What follows belongs to an exercise in optimizing a design on an open flow for a short achievable clock period and few clock cycles; a production flow would make more cautious choices.
For this run, only the layout was checked, not whether the RTL still works.
Power is estimated from default activity; no workload was simulated.

==> design.v <==
module mips32 #(parameter WIDTH = 32, REGBITS = 3) (
	input			clk, reset,
	input [WIDTH-1:0] 	memdata,
	output			memread, memwrite,
	output [WIDTH-1:0] 	adr, writedata
);
localparam CI = 5;			 
localparam CN = 1 << CI;		 
localparam CT = 10 - CI;		 
reg [9:0]	pc;			 
reg [CN-1:0]	cv;			 
reg [CT-1:0]	ctag [0:CN-1];
reg [31:0]	cdat [0:CN-1];
reg [CN-1:0]	cj;			 
reg		dv;			 
reg [31:0]	dir;
reg [9:0]	dbt;			 
reg [31:0]	da, db;			 
reg		d_alu, d_imm, d_sub, d_and, d_or, d_slt, d_ld, d_st, d_beq, d_j;
reg		d_urt;			 
reg [2:0]	d_wa;			 
reg		mpend, mld, mlw;	 
reg [2:0]	mrt;
reg [31:0]	ma, msd;
reg [31:0]	rf [1:7];
wire [2:0] d_rs = dir[23:21];
wire [2:0] d_rt = dir[18:16];
wire [31:0] simm = {{16{dir[15]}}, dir[15:0]};
wire stall = dv & mlw & ((d_rs == mrt & ~d_j) | (d_rt == mrt & d_urt));
wire ex = dv & ~stall;
wire [31:0] bsrc = d_imm ? simm : db;
wire [31:0] sum = da + (d_sub ? ~bsrc : bsrc) + {31'b0, d_sub};
wire [31:0] res = d_and ? (da & db) : d_or ? (da | db) :
		  d_slt ? {31'b0, sum[31]} : sum;
wire e_we = ex & d_alu & (d_wa != 3'd0);
wire taken = ex & d_beq & (da == db);
wire redir = taken | (ex & d_j);
wire [9:0] rtgt = d_j ? dir[9:0] : dbt;
wire [CI-1:0] fidx = pc[CI-1:0];
wire fhit = cv[fidx] & (ctag[fidx] == pc[9:CI]);
wire [31:0] finst = fhit ? cdat[fidx] : memdata;
wire fgot = fhit | ~mpend;
wire [9:0] pc1 = pc + 10'd1;
wire [CI-1:0] lidx = pc1[CI-1:0];
wire lfold = cv[lidx] & cj[lidx] & (ctag[lidx] == pc1[9:CI]);
wire [9:0] ltgt = cdat[lidx][9:0];
wire [5:0] fop = finst[31:26];
wire [5:0] ffn = finst[5:0];
wire f_r    = fop == 6'b000000;
wire f_addi = fop == 6'b001000;
wire f_ld   = fop == 6'b100011 | fop == 6'b100000;
wire f_st   = fop == 6'b101011 | fop == 6'b101000;
wire f_beq  = fop == 6'b000100;
wire f_j    = fop == 6'b000010;
wire f_fadd = ffn == 6'b100000;
wire f_fsub = ffn == 6'b100010;
wire f_fand = ffn == 6'b100100;
wire f_fslt = ffn == 6'b101010;
wire [2:0] f_rs = finst[23:21];
wire [2:0] f_rt = finst[18:16];
wire advance = ~(dv & stall);
function [31:0] rdreg(input [2:0] r);
	if (e_we && d_wa == r) rdreg = res;
	else if (mlw && mrt == r) rdreg = memdata;
	else if (r == 3'd0) rdreg = 32'd0;
	else rdreg = rf[r];
endfunction
wire [31:0] fa = rdreg(f_rs);
wire [31:0] fb = rdreg(f_rt);
wire [31:0] ha = (mlw && d_rs == mrt) ? memdata : da;
wire [31:0] hb = (mlw && d_rt == mrt) ? memdata : db;
integer i;
always @(posedge clk) begin
	for (i = 1; i < 8; i = i + 1) begin
		if (e_we && d_wa == i) rf[i] <= res;
		else if (mlw && mrt == i) rf[i] <= memdata;
	end
	ma  <= sum;
	msd <= db;
	mrt <= dir[18:16];
	mld <= d_ld;
	if (reset) begin
		mpend <= 1'b0;
		mlw <= 1'b0;
	end else begin
		mpend <= ex & (d_ld | d_st);
		mlw <= ex & d_ld & (d_rt != 3'd0);
	end
	if (reset) cv <= {CN{1'b0}};
	else if (~fhit & ~mpend) begin
		cv[fidx] <= 1'b1;
		ctag[fidx] <= pc[9:CI];
		cdat[fidx] <= memdata;
		cj[fidx] <= f_j;
	end
	if (reset) begin
		pc <= 10'd0;
		dv <= 1'b0;
	end else if (advance) begin
		if (redir) begin
			pc <= rtgt;
			dv <= 1'b0;
		end else if (fgot) begin
			pc <= lfold ? ltgt : pc1;
			dv <= 1'b1;
		end else begin
			dv <= 1'b0;
		end
	end
	if (advance) begin
		dir   <= finst;
		dbt   <= pc1 + finst[9:0];
		da    <= fa;
		db    <= fb;
		d_alu <= f_r | f_addi;
		d_imm <= ~f_r;
		d_sub <= f_r & (f_fsub | f_fslt);
		d_and <= f_r & f_fand;
		d_or  <= f_r & ~(f_fadd | f_fsub | f_fand | f_fslt);
		d_slt <= f_r & f_fslt;
		d_ld  <= f_ld;
		d_st  <= f_st;
		d_beq <= f_beq;
		d_j   <= f_j;
		d_urt <= f_r | f_st | f_beq;
		d_wa  <= (f_r | f_addi) ? (f_r ? finst[13:11] : finst[18:16]) : 3'd0;
	end else begin
		da <= ha;
		db <= hb;
	end
end
assign memread = 1'b1;
assign memwrite = mpend & ~mld;
assign writedata = msd;
assign adr = {ma[31:12], (mpend ? ma[11:2] : pc), ma[1:0]};
endmodule
==> run.sh <==
#!/bin/bash
# synth_recipe.tcl (not shown) runs the flow's synth.tcl, then flattens the netlist and writes it again
# the make line also repeats each setting of config.mk as NAME=value (left out here)
make -C /OpenROAD-flow-scripts/flow DESIGN_CONFIG=/design/flow/config.mk WORK_HOME=/design/flow/orfs CLKGATE_MAP_FILE= SYNTH_SCRIPT=/design/flow/synth_recipe.tcl finish
==> config.mk <==
export PLATFORM = sky130hd
export DESIGN_NAME = mips32
export DESIGN_NICKNAME = mips32
export VERILOG_FILES = /design/flow/design.v
export SDC_FILE = /design/flow/constraint.sdc
export NUM_CORES = 4
export LEC_CHECK = 0
export CAP_MARGIN = 20
export CORE_MARGIN = 2
export CORE_UTILIZATION = 40
export SETUP_SLACK_MARGIN = 4.2
export SLEW_MARGIN = 20
==> constraint.sdc <==
create_clock -name core_clock -period 7.0 [get_ports {clk}]
set_input_delay 1.4000 -clock core_clock [delete_from_list [all_inputs] [get_ports {clk}]]
set_output_delay 1.4000 -clock core_clock [all_outputs]
set_load 0.01 [all_outputs]
==> qor.yml <==
final_util: 0.551
drt-initial-drc-count: 10400
syn-cell-area_mm2: 0.0727
fp.dieArea_mm2: 0.185
h-tree-depth: 4
grt_pass1_wl_um: 401000
cts_root_buf: "clkbuf_16"
hold_path.class: "flop to flop"
rrSetupSlack_ps: 2130
rsz0062_at_grt: "yes"
critPathMaxFanout: 32
crit_arrival_ps: 5460
cts_buffer_depth: 3
vdd_drop_max_mv: 0.231
final_nets: 5763
hold_viol_final: 0
timing.final.crit_share: 0.696
overflow: 0
cts_num_sinks: 1540
ioPinCount: 100
fp.coreArea_mm2: 0.181
synth.distinct_cells: 99
initial_core_util: 0.403
clk_pin_slew_ps: 70
io_buffer_count: 98
end_kind: "flop"
layout-drive-gt1-share: 0.425
viasPerCell: 6.77
grt_max_degree: 59
syn2layout_area_growth_pct: 36.8
r2r-end: "da[14]$_DFFE_PP_"
grt_pass1_vias: 50800
gp_congestion: 0.937
synth_warnings: 34
start_kind: "flop"
status: "no timing/DRC/antenna violations"
post_drt_wl_per_cell_um: 38.6
maxCapViolCount: 0
worst-setup-path-type: "flop to flop"
ys_seq_area_frac: 0.620
tightest_slew_ps: 1370
synth_edf_count: 1422
fin_crit_ps: 4870
dr.pass1.iters: 13
avgSynthCellArea_um2: 15.5
rows: 156
slew_viol_final: 0
fin_setup_tns_ps: 0
crit_required_ps: 7590
cts_buffers: 165
ys_seq_elements: 1540
final_cells: 8138
dp_hpwl_um: 150000
ant_nets: 0
drcViolationCount: 0
worstHoldStart: "dir[16]$_DFFE_PN_"
die_w_um: 430
tritoncts: "done"
fin_worst_skew_ps: 89.2
slew_headroom: 0.0838
powerDensity_mw_per_mm2: 260
worstHoldPathCells: 0
fp.dieH_um: 430
p_leak_uw: 0.0347
clk_latency_ps: 870
r2r_cells: 20
routed_wl_um: 314000
antenna_found_initial: 14
synth_async_sr_flop_share: 0
setup_violations: 0
max_freq_mhz: 205
postSynthCellCount: 4700
min_to: "mrt[0]$_DFF_P_"
vias: 55100
gr-usage-all-layers: 0.308
dp_cells: 7028
synth_nets: 4844
ys.flop_type: "edfxtp_1"
-- cells in the final DEF (no fill, tap or decap), types with 129 or more instances in the layout --
cell          n
nor2_1      129
mux4_2      419
clkbuf_16   215
edfxtp_1   1422
buf_6       225
buf_12      201
mux2i_1     133
buf_4       335
buf_16      129
nand2_1     316
-- worst max path at each step --
| stage | startpoint | to | slack, ps | depth (start not counted) |
|---|---|---|---|---|
| 2_1_floorplan | flop | cdat[18][0]$_DFFE_PP_ | 1900 | 15 |
| 3_3_place_gp | flop | dbt[9]$_DFFE_PN_ | 1140 | 22 |
| 3_5_place_dp | flop | dbt[9]$_DFFE_PN_ | 1090 | 22 |
| 4_1_cts | d_imm$_DFFE_PN_ | da[26]$_DFFE_PP_ | 2390 | 18 |
| 5_1_grt | d_imm$_DFFE_PN_ | da[26]$_DFFE_PP_ | 2160 | 18 |
| 6_report | flop | da[14]$_DFFE_PP_ | 2130 | 20 |
-- registers in the layout (all words and copies together) (netlist names), 10 cells and up, named ones only --
| signal | count |
|---|---|
| rf | 224 |
| ctag | 160 |
| cj | 32 |
| cdat | 896 |
| msd | 32 |
| pc | 10 |
| da | 32 |
| cv | 32 |
| ma | 32 |
| dbt | 10 |
| db | 32 |
| dir | 22 |
-- worst max-delay path, cell delays in order (launching register included) --
cell	delay, ps
dfxtp_4	400
buf_4	150
buf_12	140
buf_16	200
buf_12	270
mux2i_1	340
a22oi_1	150
nand3_1	390
o311ai_2	190
buf_4	240
clkinv_2	100
nand4_1	110
buf_6	170
nand2_8	120
buf_4	130
o311ai_2	140
a311oi_4	380
buf_4	180
nor2_4	90
clkbuf_16	240
a221o_1	360
-- layout make-up --
cell class | count | area, µm²
Antenna cell | 6 | 15.0
Clock buffer | 210 | 4450
Clock inverter | 100 | 1070
Fill cell | 13400 | 81100
Inverter | 139 | 613
Multi-Input combinational cell | 2682 | 29500
Sequential cell | 1540 | 45100
Tap cell | 2370 | 2970
Timing Repair Buffer | 1091 | 15700
-- layer usage --
layer,GRT usage,vias up,wire length [µm]
met2,0.462,5062,134000
li1,-,20800,-
met4,0.192,10,30200
met5,0,-,209
met3,0.0866,1558,45500
met1,0.397,27700,104000
-- synth_stat cells (44+ instances only) --
library cell	number	area, µm²
ha_1	108	1350
edfxtp_1	1422	42700
buf_1	44	165
mux4_2	419	9440
a22oi_1	88	661
mux2i_1	167	1670
inv_1	130	488
buf_2	63	315
buf_4	48	360
mux2_2	139	1570
nand3_1	71	355
nor2_1	178	668
o21ai_0	241	1210
dfxtp_1	118	2360
clkbuf_1	176	661
nand2_1	366	1370
a21oi_1	160	801
xnor2_1	74	648
-- power by group --
group / switching, µW / total [µW] / leakage, µW / internal, µW
clock network: 3940 / 9010 / 0.00270 / 5080
registers: 252 / 10600 / 0.0141 / 10400
logic: 3390 / 6210 / 0.0179 / 2830
total: 7580 / 25800 / 0.0347 / 18300
-- what timing repair did --
action	in CTS	in global routing
hold buffers	0	0
resized for setup	1325	448
gates cloned	118	49
setup endpoints to repair	1861	1746
pin swaps	163	168
setup buffers	448	179
-- cells by family (layout without fill, tap and decap cells) --
| logic type | Yosys count | after routing | share of synthesized area |
|---|---|---|---|
| AOI/OAI and AO/OA | 908 | 910 | 0.0850 |
| xor gates and xnor gates | 96 | 96 | 0.0118 |
| adders and majority gates | 110 | 110 | 0.0191 |
| buffers and inverters | 488 | 1540 | 0.0310 |
| DFF | 1540 | 1540 | 0.620 |
| muxes | 751 | 753 | 0.183 |
| other | 1 | 7 | 0.0000516 |
| and+or+nand+nor | 806 | 812 | 0.0497 |
-- per-stage QoR --
stage               setup WS (ps)  total power (µW)  hold slack (ps)  cell area [µm²]
CTS                          2390             24900              427            94700
global route                 2160             26400              442            99400
global placement             1140             14900              409            77200
detailed placement           1090             14900              411            77200
floorplan                    1900             13400              371            73000
finish                       2130             25800              433            99400

## port drivers added, routing unchanged
Ports are ideal in the flow. The routed layout listed here was re-timed in OpenROAD. Step 1 sets driving cells, clkbuf_16 on the clock port and buf_2 on the other inputs (assumed; they add their load-dependent delay and slew). Step 2 moves the port delays by t, midway between the first and last clock arrival at a register: inputs arrive t later, outputs are due t later. That takes back most of the time a late clock gives input paths. Slacks: ideal / step 1 / step 2; pairs: ideal / step 1.
t (ns): 0.911
setup WS [ns]: 2.128 / 2.128 / 2.065
worst setup path after step 2: input to register
latest minus earliest clock arrival (ns): 0.096 / 0.096
worst register clock-pin slew, ns: 0.07 / 0.07
After both steps this run still meets setup and hold. For this run, drivers alone change the setup slack by 0.000 ns; drivers and shift together by -0.063 ns.
